From an optimization exercise on the open Yosys and OpenROAD flow, aimed at small area, a short achievable clock period and few clock cycles; shortcuts taken in it are not production practice. Power and IR drop assume default switching activity.

== the previous run ==
Design CPU_top, start of the top module:
module CPU_top (
  input  wire                     clk,
  input  wire                     reset,            
  input  wire [32-1:0]       if_bus_rd_data,
  input  wire                     if_bus_rdy,
  input  wire                     if_bus_grnt,
  output wire                     if_bus_req,
  output wire [30-1:0]  if_bus_addr,
  output wire                     if_bus_as,
  input  wire [32-1:0]       mem_bus_rd_data,
  input  wire                     mem_bus_rdy,
  input  wire                     mem_bus_grnt,
  output wire                     mem_bus_req,
  output wire [30-1:0]  mem_bus_addr,
  output wire                     mem_bus_as,
  output wire                     mem_bus_rw,
  output wire [32-1:0]       mem_bus_wr_data
);
Settings: LEC_CHECK=0, CAP_MARGIN=20, CORE_MARGIN=2, CORE_UTILIZATION=40, CTS_BUF_LIST=sky130_fd_sc_hd__clkbuf_16, CTS_CLUSTER_DIAMETER=100, CTS_CLUSTER_SIZE=24, PLACE_DENSITY=0.6, SETUP_SLACK_MARGIN=5, SLEW_MARGIN=20, SYNTH_HIERARCHICAL=1, SYNTH_MINIMUM_KEEP_SIZE=0; clock period 10.0 ns.
standard.sh (not shown) runs the stock make flow with config.mk's settings and CLKGATE_MAP_FILE= SYNTH_SCRIPT=/design/flow/synth_recipe.tcl, a recipe that flattens the netlist after the stock synthesis.
==> flow/flow/run.sh <==
#!/bin/bash
# The standard layout (the standard.sh), with a tighter setup repair target and
# small buffers on the ports.  Each step's full output is in orfs/logs; make's output
# goes to flow.log here.
set -euo pipefail
bash standard.sh SETUP_SLACK_MARGIN=5.7 \
  "BUFFER_PORTS_ARGS=-buffer_cell sky130_fd_sc_hd__buf_1" finish > flow.log 2>&1
The previous run has completed all stages; timing, DRC and antenna checks passed.
The inputs of the current run differ from those of the previous run as listed below.
Settings: CORE_UTILIZATION now 50, was 40; PLACE_DENSITY now 0.65, was 0.6.
[summary]
The final layout from the current run, which completed every stage, passed the timing, design-rule and antenna checks at the end of the flow.
Of the previous run and the current run, the higher total detailed-routing wirelength belongs to the previous run.
Total global routing track utilization on the current run is up relative to the previous run.
Compared to the previous run, the current run has area of the multi-input gates 120 um2 lower.
Min total power across the previous run and the current run: the current run
No functional check of the RTL was part of any run of this note.


Setup of trial 24:
The RTL this note starts from:
==> flow/design.v <==
module ALU(
  input  [32-1:0] in_0,
  input  [32-1:0] in_1,
  input  [2:0]         func,    
  input                sub,     
  output reg [32-1:0] out,
  output [32-1:0] sum,
  output               eq,
  output               lt_s,
  output               lt_u
);
  wire [32-1:0] x = in_0 ^ in_1;
  wire [32:0] s33 = {1'b0, in_0} + {1'b0, in_1 ^ {32{sub}}} + {32'b0, sub};
  assign sum  = s33[31:0];
  assign eq   = ~|x;
  assign lt_u = ~s33[32];
  assign lt_s = (in_0[31] ^ in_1[31]) ? in_0[31] : s33[31];
  wire left = func[0];
  wire [4:0] amt = left ? (5'd0 - in_1[4:0]) : in_1[4:0];
  wire [31:0] r1 = amt[4] ? {in_0[15:0], in_0[31:16]} : in_0;
  wire [31:0] r2 = amt[3] ? {r1[7:0], r1[31:8]} : r1;
  wire [31:0] r3 = amt[2] ? {r2[3:0], r2[31:4]} : r2;
  wire [31:0] r4 = amt[1] ? {r3[1:0], r3[31:2]} : r3;
  wire [31:0] r5 = amt[0] ? {r4[0], r4[31:1]} : r4;
  wire [31:0] mask = left ? (32'hffffffff << in_1[4:0]) : (32'hffffffff >> in_1[4:0]);
  wire [31:0] rout = r5 & mask;
  always @(*) begin
    case (func)
      3'd0: out = in_0 & in_1;
      3'd1: out = in_0 | in_1;
      3'd2: out = x;
      3'd3, 3'd4, 3'd5: out = sum;
      default: out = rout;
    endcase
  end
endmodule
module GPregistor(
    input clk,
    input rst,
    input         ra_ld,       
    input  [4:0]  ra_nxt,      
    output [31:0] rd_data,     
    input         we,
    input  [4:0]  wr_addr,
    input  [31:0] wr_data,
    input         ld,          
    input  [31:0] ld_data
   );
   reg [31:0] s0 [0:15];
   reg [31:0] s1 [0:15];
   reg [15:0] v0, v1;
   reg        t;
   reg [4:0]  raddr;           
   reg        rslot;           
   reg        pv;              
   reg [4:0]  pa;
   reg [31:0] pd;
   wire        wnow  = we & (wr_addr[0] ^ t);              
   wire        do_w  = pv | wnow;
   wire [4:0]  wa    = pv ? pa : wr_addr;
   wire [31:0] wd    = pv ? pd : wr_data;
   integer j;
   always @(posedge clk) begin
     for (j = 0; j < 16; j = j + 1) begin
       s1[j] <= s0[j];
       s0[j] <= (do_w && wa[4:1] == j) ? wd : s1[j];
     end
     pa <= wr_addr;
     pd <= wr_data;
     if (ra_ld) raddr <= ra_nxt;
   end
   always @(posedge clk or negedge rst) begin
     if (~rst) begin
       v0 <= 16'b0;
       v1 <= 16'b0;
       t  <= 1'b0;
       pv <= 1'b0;
       rslot <= 1'b0;
     end else begin
       for (j = 0; j < 16; j = j + 1) begin
         v1[j] <= v0[j];
         v0[j] <= (do_w && wa[4:1] == j) | v1[j];
       end
       t  <= ~t;
       pv <= we & ~wnow;
       rslot <= ra_ld ? ~(ra_nxt[0] ^ t) : ~rslot;
     end
   end
   wire [31:0] sel;
   genvar k, b;
   generate
     for (k = 0; k < 16; k = k + 1) begin : g_sel
       assign sel[2*k]   = v0[k] & ~rslot & (raddr[4:1] == k);
       assign sel[2*k+1] = v1[k] &  rslot & (raddr[4:1] == k);
     end
     for (b = 0; b < 32; b = b + 1) begin : g_rd
       wire [31:0] col;
       for (k = 0; k < 16; k = k + 1) begin : g_col
         assign col[2*k]   = s0[k][b];
         assign col[2*k+1] = s1[k][b];
       end
       rf_rdbit u (.d(col), .sel(sel), .o(rf_rd[b]));
     end
   endgenerate
   wire [31:0] rf_rd;
   assign rd_data = (ld & (wr_addr == raddr)) ? ld_data :
                    (pv & (pa == raddr))      ? pd : rf_rd;
endmodule
module rf_rdbit(input [31:0] d, input [31:0] sel, output o);
  assign o = |(d & sel);
endmodule
module CPU_top (
  input  wire                     clk,
  input  wire                     reset,            
  input  wire [32-1:0]       if_bus_rd_data,
  input  wire                     if_bus_rdy,
  input  wire                     if_bus_grnt,
  output wire                     if_bus_req,
  output wire [30-1:0]  if_bus_addr,
  output wire                     if_bus_as,
  input  wire [32-1:0]       mem_bus_rd_data,
  input  wire                     mem_bus_rdy,
  input  wire                     mem_bus_grnt,
  output wire                     mem_bus_req,
  output wire [30-1:0]  mem_bus_addr,
  output wire                     mem_bus_as,
  output wire                     mem_bus_rw,
  output wire [32-1:0]       mem_bus_wr_data
);
  localparam PH_IDLE = 2'd0, PH_A = 2'd1, PH_B = 2'd2, PH_C = 2'd3;
  reg  [1:0]  ph;
  reg         if_req_r;    
  reg         fok;         
  reg         issued;      
  reg         nxt_v;       
  reg  [29:0] fpc;         
  reg  [31:0] ir;
  reg  [31:0] opA, opB;
  reg  [29:0] maddr;       
  reg  [4:0]  dst_q;
  reg         rw_q;
  reg         mreq, mpend, mok;
  reg         use_pc;      
  reg         sub;         
  reg         rd_q;        
  wire [5:0]  op     = ir[31:26];
  wire [15:0] imm    = ir[15:0];
  wire [31:0] imm_s  = {{16{imm[15]}}, imm};
  wire [31:0] imm_u  = {16'b0, imm};
  wire is_alu  = (op[5:4] == 2'b00);
  wire is_br   = (op[5:2] == 4'b0100);
  wire is_call = (op == 6'h15);
  wire is_jc   = (op[5:1] == 5'b01010);                  
  wire is_ctl  = is_br | is_jc;
  wire is_st   = (op == 6'h17);
  wire is_mem  = (op[5:1] == 5'b01011);
  wire rtype   = is_alu & (~op[0] | (op[3:0] == 4'hb));
  wire imm_sx  = is_mem | is_alu & (op[3:1] == 3'b011 || op[3:1] == 3'b100);   
  wire [2:0] func = op[3:1];
  wire [31:0] imm_ext = is_br ? {imm_s[29:0], 2'b00} :
                        is_jc ? 32'b0 :
                        imm_sx ? imm_s : imm_u;
  wire [31:0] rf_rd;
  wire        ld_wb  = mem_bus_rdy & ~rw_q;                
  wire        c_act  = (ph == PH_C) & ~nxt_v;               
  wire        we_c   = c_act & (is_alu | is_call) & (~is_ctl | issued);
  wire [31:0] alu_out;
  wire        rf_we  = we_c | ld_wb;
  wire [31:0] rf_wd  = c_act ? alu_out : mem_bus_rd_data;
  wire        ra_ld  = if_bus_rdy | (ph == PH_A && a_done);
  wire [4:0]  ra_nxt = if_bus_rdy ? if_bus_rd_data[25:21] : ir[20:16];
  GPregistor gpr (
    .clk     (clk),
    .rst     (reset),
    .ra_ld   (ra_ld),
    .ra_nxt  (ra_nxt),
    .rd_data (rf_rd),
    .we      (rf_we),
    .wr_addr (dst_q),
    .wr_data (rf_wd),
    .ld      (ld_wb),
    .ld_data (mem_bus_rd_data)
  );
  wire [31:0] rd_a = rf_rd;    
  wire [31:0] alu_in0 = use_pc ? {fpc, 2'b00} : opA;
  wire [31:0] alu_sum;
  wire eq, lt_s, lt_u;
  ALU alu (
    .in_0 (alu_in0),
    .in_1 (opB),
    .func (func),
    .sub  (sub),
    .out  (alu_out),
    .sum  (alu_sum),
    .eq   (eq),
    .lt_s (lt_s),
    .lt_u (lt_u)
  );
  reg cond;
  always @(*) begin
    case (op[1:0])
      2'd0: cond = eq;
      2'd1: cond = ~eq;
      2'd2: cond = lt_s;
      default: cond = lt_u;
    endcase
  end
  wire taken = is_br ? cond : 1'b1;
  wire if_as   = if_bus_grnt & fok;
  wire m_as    = mem_bus_grnt & mok;
  wire a_done  = ~mreq | mem_bus_rdy;
  wire c_done  = (mreq & ~mpend) ? m_as : (~is_ctl | issued | nxt_v);
  wire have    = nxt_v | if_bus_rdy;
  wire fin     = (ph == PH_IDLE) | (ph == PH_C & c_done);
  wire enter_a = fin & have;
  wire redirect = c_act & is_ctl & issued & taken;
  reg [1:0] ph_n;
  always @(*) begin
    ph_n = ph;
    case (ph)
      PH_A: if (a_done) ph_n = PH_B;
      PH_B: ph_n = PH_C;
      default: if (fin) ph_n = have ? PH_A : PH_IDLE;
    endcase
  end
  wire issued_n = enter_a ? 1'b0 : (issued | if_as);
  wire nxt_v_n  = enter_a ? 1'b0 : (nxt_v | if_bus_rdy);
  wire fok_n    = (ph_n != PH_A) & ~issued_n & ~nxt_v_n;
  wire mreq_n   = (ph == PH_A & a_done & is_mem) | (mreq & ~mem_bus_rdy);
  wire mpend_n  = m_as | (mpend & ~mem_bus_rdy);
  always @(posedge clk or negedge reset) begin
    if (~reset) begin
      ph       <= PH_IDLE;
      if_req_r <= 1'b0;
      fok      <= 1'b0;
      issued   <= 1'b0;
      nxt_v    <= 1'b0;
      fpc      <= 30'b0;
      mreq     <= 1'b0;
      mpend    <= 1'b0;
      mok      <= 1'b0;
      rd_q     <= 1'b0;
    end else begin
      ph       <= ph_n;
      if_req_r <= 1'b1;
      fok      <= fok_n;
      issued   <= issued_n;
      nxt_v    <= nxt_v_n;
      rd_q     <= redirect;
      if (rd_q)       fpc <= maddr;
      else if (if_as) fpc <= fpc + 30'd1;
      mreq     <= mreq_n;
      mpend    <= mpend_n;
      mok      <= mreq_n & ~mpend_n;
    end
  end
  always @(posedge clk) begin
    if (if_bus_rdy) ir <= if_bus_rd_data;
    if (ph == PH_A) begin
      use_pc <= is_br;
      sub <= 1'b0;
    end else if (ph == PH_B) begin
      use_pc <= is_call;                                  
      sub <= is_br | (is_alu & func == 3'd5);
    end
    if (ph == PH_A) begin
      opA <= rd_a;
      opB <= imm_ext;
    end
    if (ph == PH_B) begin
      maddr <= alu_sum[31:2];
      if (rtype | is_br | is_st) opB <= rf_rd;
      dst_q <= rtype ? ir[15:11] : (is_call ? 5'd31 : ir[20:16]);
      rw_q  <= is_st;
    end
  end
  assign if_bus_req      = if_req_r;
  assign if_bus_addr     = fpc;
  assign if_bus_as       = if_as;
  assign mem_bus_req     = mreq;
  assign mem_bus_addr    = maddr;
  assign mem_bus_as      = m_as;
  assign mem_bus_rw      = rw_q;
  assign mem_bus_wr_data = opB;
endmodule
export LEC_CHECK = 0
export CAP_MARGIN = 20
export CORE_MARGIN = 2
export CORE_UTILIZATION = 40
export CTS_BUF_LIST = sky130_fd_sc_hd__clkbuf_4 sky130_fd_sc_hd__clkbuf_8
export PLACE_DENSITY = 0.6
export SETUP_SLACK_MARGIN = 5
export SLEW_MARGIN = 20
create_clock -name core_clock -period 10.0 [get_ports {clk}]
run.sh (not shown) runs the stock make flow with config.mk's settings and CLKGATE_MAP_FILE= SYNTH_SCRIPT=/design/flow/synth_recipe.tcl, a recipe that flattens the netlist after the stock synthesis.
Stock flow here: none of the scripts above is used.
Trial 24 | stages: all done | timing, DRC, antenna: all pass
The inputs of trial 54 differ from those of trial 24 as listed below.
==> flow/flow/run.sh (new file) <==
#!/bin/bash
# The standard layout (the standard.sh), with a tighter setup repair target and
# small buffers on the ports.  Each step's full output is in orfs/logs; make's output
# goes to flow.log here.
set -euo pipefail
bash standard.sh SETUP_SLACK_MARGIN=5.6 \
  "BUFFER_PORTS_ARGS=-buffer_cell sky130_fd_sc_hd__buf_2" finish > flow.log 2>&1
==> flow/standard.sh (new file) <==
#!/bin/bash
# synth_recipe.tcl (not shown) runs the flow's synth.tcl, then flattens the netlist and writes it again
# the make line also repeats each setting of config.mk as NAME=value (left out here)
make -C /OpenROAD-flow-scripts/flow DESIGN_CONFIG=/design/flow/config.mk WORK_HOME=/design/flow/orfs CLKGATE_MAP_FILE= SYNTH_SCRIPT=/design/flow/synth_recipe.tcl "${@:-finish}"
removed: flow/run.sh
### Flow results
Any difference in via count of the first global-routing pass between trial 54 and trial 24 is small enough to ignore.
Measured against each other, trial 54 and trial 24 differ in register-to-register slack, the higher figure coming from trial 54.
In trial 54 the post-route total power turned out about 2% higher than in trial 24.
Going from trial 24 to trial 54, layout buffer count excluding clock buffers grows by 15%.
Lower final instance area was reported by trial 24, not trial 54.
Summary of trial 54 over trial 24: fmax now larger; worst hold margin moved down; wire length per cell after detailed routing shows no meaningful change; worst setup slack climbed 0.44 ns.
Function was not checked in any run of this note: the RTL went through the layout flow alone.


CPU_top, a different RTL version from the one above (not shown whole).
For scale: ~170 I/O pins, ~0.051 mm² of cells after synthesis.
==> flow/design.v (excerpt) <==
module CPU_top (
  input  wire                     clk,
  input  wire                     reset,            
  input  wire [32-1:0]       if_bus_rd_data,
  input  wire                     if_bus_rdy,
  input  wire                     if_bus_grnt,
  output wire                     if_bus_req,
  output wire [30-1:0]  if_bus_addr,
  output wire                     if_bus_as,
  input  wire [32-1:0]       mem_bus_rd_data,
  input  wire                     mem_bus_rdy,
  input  wire                     mem_bus_grnt,
  output wire                     mem_bus_req,
  output wire [30-1:0]  mem_bus_addr,
  output wire                     mem_bus_as,
  output wire                     mem_bus_rw,
  output wire [32-1:0]       mem_bus_wr_data
);
Settings: LEC_CHECK=0, CAP_MARGIN=20, CORE_MARGIN=2, CORE_UTILIZATION=40, CTS_BUF_LIST=sky130_fd_sc_hd__clkbuf_16, CTS_CLUSTER_DIAMETER=100, CTS_CLUSTER_SIZE=30, PLACE_DENSITY=0.6, SETUP_SLACK_MARGIN=5, SLEW_MARGIN=20, SYNTH_HIERARCHICAL=1, SYNTH_MINIMUM_KEEP_SIZE=0; clock period 10.0 ns.
standard.sh (not shown) runs the stock make flow with config.mk's settings and CLKGATE_MAP_FILE= SYNTH_SCRIPT=/design/flow/synth_recipe.tcl, a recipe that flattens the netlist after the stock synthesis.
==> flow/flow/run.sh <==
#!/bin/bash
# The standard layout (the standard.sh), with a tighter setup repair target and
# small buffers on the ports.  Each step's full output is in orfs/logs; make's output
# goes to flow.log here.
set -euo pipefail
bash standard.sh SETUP_SLACK_MARGIN=5.9 \
  "BUFFER_PORTS_ARGS=-buffer_cell sky130_fd_sc_hd__buf_2" finish > flow.log 2>&1
The first run finished with timing, DRC and antenna clean.
Next try:
--- a/flow/flow/run.sh
+++ b/flow/flow/run.sh
@@ -4,4 +4,4 @@
 # goes to flow.log here.
 set -euo pipefail
-bash standard.sh SETUP_SLACK_MARGIN=5.9 \
+bash standard.sh SETUP_SLACK_MARGIN=5.6 \
   "BUFFER_PORTS_ARGS=-buffer_cell sky130_fd_sc_hd__buf_2" finish > flow.log 2>&1
The new run finished with timing, DRC and antenna clean.
Clock-buffer cell count falls by 1.
Routed wire length falls by about 5%.
Combinational power falls by 9.2%.
Synthesized cell count is unchanged.
Cell area falls by 2.6%.
No functional check of the RTL was part of any run of this note.

[re-timing with driven ports]
The results above use ideal ports. As a check the final layouts listed here were re-extracted and re-timed, cells and wires unchanged. Step 1 (the two cells are an assumption about what drives the block):
set clk [get_ports {clk}]
set_driving_cell -lib_cell sky130_fd_sc_hd__clkbuf_16 $clk
set_driving_cell -lib_cell sky130_fd_sc_hd__buf_2 [delete_from_list [all_inputs] $clk]
Step 2 also shifts input and output timing later by t, the mid clock arrival at the registers, as if the neighbouring blocks saw the same clock. Slacks: no drivers / after step 1 / after step 2; pairs: no drivers / after step 1.
run | shift t [ns] | setup WS [ns] | worst setup path at the end | latest minus earliest clock arrival (ns)
the previous run | 0.793 | 5.470 / 5.485 / 4.713 | input to register | 0.034 / 0.034
the current run | 0.766 | 5.380 / 5.380 / 4.767 | input to register | 0.049 / 0.049
trial 24 | 0.974 | 5.034 / 5.034 / 4.785 | input to register | 0.066 / 0.067
trial 54 | 0.990 | 5.472 / 5.444 / 5.231 | input to register | 0.064 / 0.065
the first run of note 3 | 0.773 | 5.646 / 5.609 / 5.510 | input to register | 0.055 / 0.056
the second run of note 3 | 0.766 | 5.584 / 5.543 / 5.158 | input to register | 0.050 / 0.050
After both steps setup and hold are still met in every run listed. The setup slack of the previous run, which loses most, moves by +0.015 ns with the drivers and by -0.757 ns with both steps.
